From an optimization exercise on the open Yosys and OpenROAD flow, aimed at small area and a short achievable clock period; shortcuts taken in it are not production practice. In this exercise RTL edits were held to simulation tests only and were not proved equivalent to the original.

## before
// IIR
module IIR
          (clk,
           reset,
           clk_enable,
           In1,
           ce_out,
           Out1);
  input   clk;
  input   reset;
  input   clk_enable;
  input   [15:0] In1;   
  output  ce_out;
  output  [15:0] Out1;   
  reg  [15:0] s;      
  reg  [16:0] t;      
  reg  [15:0] r;      
  reg         rnz;    
  reg  [15:0] vr;     
  reg         vn;     
  reg  [15:0] o;      
  wire [10:0] In1s = In1[15:5];
  wire [10:0] In1s_n = ~In1s;
  wire [15:0] s_n = ~s;
  wire [15:0] vr_n = ~vr;
  wire m_s1, m_c2;
  IIR_ha um_s1 (.a(s[13]), .b(s[11]), .s(m_s1), .co(m_c2));
  wire m_s3, m_c4;
  IIR_fa um_s3 (.a(s[14]), .b(s[12]), .c(s[7]), .s(m_s3), .co(m_c4));
  wire m_s5, m_c6;
  IIR_ha um_s5 (.a(t[1]), .b(s_n[9]), .s(m_s5), .co(m_c6));
  wire m_s7, m_c8;
  IIR_fa um_s7 (.a(s[13]), .b(s[8]), .c(s[0]), .s(m_s7), .co(m_c8));
  wire m_s9, m_c10;
  IIR_fa um_s9 (.a(t[2]), .b(s_n[15]), .c(s_n[10]), .s(m_s9), .co(m_c10));
  wire m_s11, m_c12;
  IIR_ha um_s11 (.a(s_n[6]), .b(s_n[2]), .s(m_s11), .co(m_c12));
  wire m_s13, m_c14;
  IIR_fa um_s13 (.a(s[14]), .b(s[9]), .c(s[1]), .s(m_s13), .co(m_c14));
  wire m_s15, m_c16;
  IIR_fa um_s15 (.a(t[3]), .b(s_n[11]), .c(s_n[7]), .s(m_s15), .co(m_c16));
  wire m_s17, m_c18;
  ...
Size in the first run: ~970 cells after synthesis, ~83 flip-flops, ~11000 um^2 of cells after synthesis.
==> flow/config.mk <==
export PLATFORM = sky130hd
export DESIGN_NAME = IIR
export DESIGN_NICKNAME = IIR
export VERILOG_FILES = /design/flow/design.v
export SDC_FILE = /design/flow/constraint.sdc
export NUM_CORES = 4
export LEC_CHECK = 0
export CAP_MARGIN = 20
export CORE_MARGIN = 2
export CORE_UTILIZATION = 40
export SLEW_MARGIN = 20
export SYNTH_HIERARCHICAL = 1
export SYNTH_MINIMUM_KEEP_SIZE = 0
export TNS_END_PERCENT = 0
==> flow/constraint.sdc <==
create_clock -name core_clock -period 10.0 [get_ports {clk}]
set_input_delay 2.0000 -clock core_clock [delete_from_list [all_inputs] [get_ports {clk}]]
set_output_delay 2.0000 -clock core_clock [all_outputs]
set_load 0.01 [all_outputs]
standard.sh (not shown) runs the stock make flow with config.mk's settings and CLKGATE_MAP_FILE= SYNTH_SCRIPT=/design/flow/synth_recipe.tcl, a recipe that flattens the netlist after the stock synthesis.
==> flow/flow/run.sh <==
#!/bin/bash
# Standard ORFS layout, with port buffers of a plain buffer cell and timing
# repair aimed below the clock period (the SDC is unchanged).
set -euo pipefail
bash standard.sh SETUP_SLACK_MARGIN=5.6 "BUFFER_PORTS_ARGS=-buffer_cell sky130_fd_sc_hd__buf_2"  finish > flow_make.log 2>&1
before: PASS, flow complete, no timing, DRC or antenna violations
Input changes introduced in after (baseline for comparison: before):
==> flow/flow/run.sh <==
#!/bin/bash
# Standard ORFS layout, with port buffers of a plain buffer cell and timing
# repair aimed below the clock period (the SDC is unchanged).
set -euo pipefail
bash standard.sh SETUP_SLACK_MARGIN=5.6 "BUFFER_PORTS_ARGS=-buffer_cell sky130_fd_sc_hd__buf_2" ABC_AREA=1 finish > flow_make.log 2>&1
==> summary.txt <==
after reached the end of the flow, and the finished layout is clean on the timing, DRC and antenna checks.
~same number of sinks driven by the clock tree in before and after
after vs before: total routing resource utilization after global routing up in after
Compared after vs before, and via count is up in after.
Measured against each other, before and after differ in clock-buffer cell count, the lower figure coming from before.
Number of placed instances, taps included: before and after compared, lower one is before
[compare] base=before new=after: post-synthesis compound-gate area fraction moved down.
Summary — least setup slack across all paths after layout, after relative to before: higher, by 0.41 ns.
For sequential cell area, after and before come out practically identical.
Post-synthesis area per instance came out lower on after than on before.

--- another note on this design; it stands on its own ---

## trial 63
Design IIR, start of the top module:
module IIR
          (clk,
           reset,
           clk_enable,
           In1,
           ce_out,
           Out1);
For scale: ~970 cells after synthesis, ~83 flip-flops, roughly 11000 sq um of cells after synthesis.
export LEC_CHECK = 0
export CAP_MARGIN = 20
export CORE_MARGIN = 2
export CORE_UTILIZATION = 40
export SLEW_MARGIN = 20
export SYNTH_HIERARCHICAL = 1
export SYNTH_MINIMUM_KEEP_SIZE = 0
create_clock -name core_clock -period 10.0 [get_ports {clk}]
standard.sh (not shown) runs the stock make flow with config.mk's settings and CLKGATE_MAP_FILE= SYNTH_SCRIPT=/design/flow/synth_recipe.tcl, a recipe that flattens the netlist after the stock synthesis.
==> flow/flow/run.sh <==
#!/bin/bash
# Standard ORFS layout, with port buffers of a plain buffer cell and timing
# repair aimed below the clock period (the SDC is unchanged).
set -euo pipefail
bash standard.sh SETUP_SLACK_MARGIN=5.3 "BUFFER_PORTS_ARGS=-buffer_cell sky130_fd_sc_hd__buf_2" finish > flow_make.log 2>&1
> inputs changed (trial 63 -> build 49)
# trial 63
export LEC_CHECK = 0
export CAP_MARGIN = 20
export CORE_MARGIN = 2
export CORE_UTILIZATION = 40
export SLEW_MARGIN = 20
export SYNTH_HIERARCHICAL = 1
export SYNTH_MINIMUM_KEEP_SIZE = 0
create_clock -name core_clock -period 10.0 [get_ports {clk}]
# build 49
export LEC_CHECK = 0
export CAP_MARGIN = 20
export CORE_MARGIN = 2
export CORE_UTILIZATION = 40
export SLEW_MARGIN = 20
export SYNTH_HIERARCHICAL = 1
export SYNTH_MINIMUM_KEEP_SIZE = 0
export TNS_END_PERCENT = 0
create_clock -name core_clock -period 10.0 [get_ports {clk}]
[summary]
Where post-layout minimum cycle time is concerned, trial 63 is better than build 49.
Timing endpoint of the critical path = t[13]$_DFFE_PP0P_: build 49; timing endpoint of the critical path = s[15]$_DFFE_PP0P_: trial 63
Per the comparison of build 49 with trial 63, via count lower; share of the clock period used by the worst path up 0.64 points; setup slack after layout moved down; number of clock buffers in the layout now smaller.
| non-clock buffer total of the final layout | build 49 vs trial 63 | 14% lower |

[static timing again, ports no longer ideal]
In the flow no input, the clock included, has a driving cell. The finished layouts below were timed again as built, in two steps.
Step 1 (the two cells are an assumption about what drives the block):
set clk [get_ports {clk}]
set_driving_cell -lib_cell sky130_fd_sc_hd__clkbuf_16 $clk
set_driving_cell -lib_cell sky130_fd_sc_hd__buf_2 [delete_from_list [all_inputs] $clk]
Step 2 moves the port delays by t, midway between the first and last clock arrival at a register: inputs arrive t later, outputs are due t later. That takes back most of the time a late clock gives input paths.
Slacks: ideal ports / drivers / drivers and shift; pairs: ideal ports / drivers.
run	shift t [ns]	setup slack, ns	cell pins on the clock port's net
before	0.392	5.076 / 5.076 / 5.076	1
after	0.395	5.484 / 5.484 / 5.484	1
trial 63	0.397	5.140 / 5.140 / 5.140	1
build 49	0.392	5.076 / 5.076 / 5.076	1
After both steps every run listed still meets setup and hold.
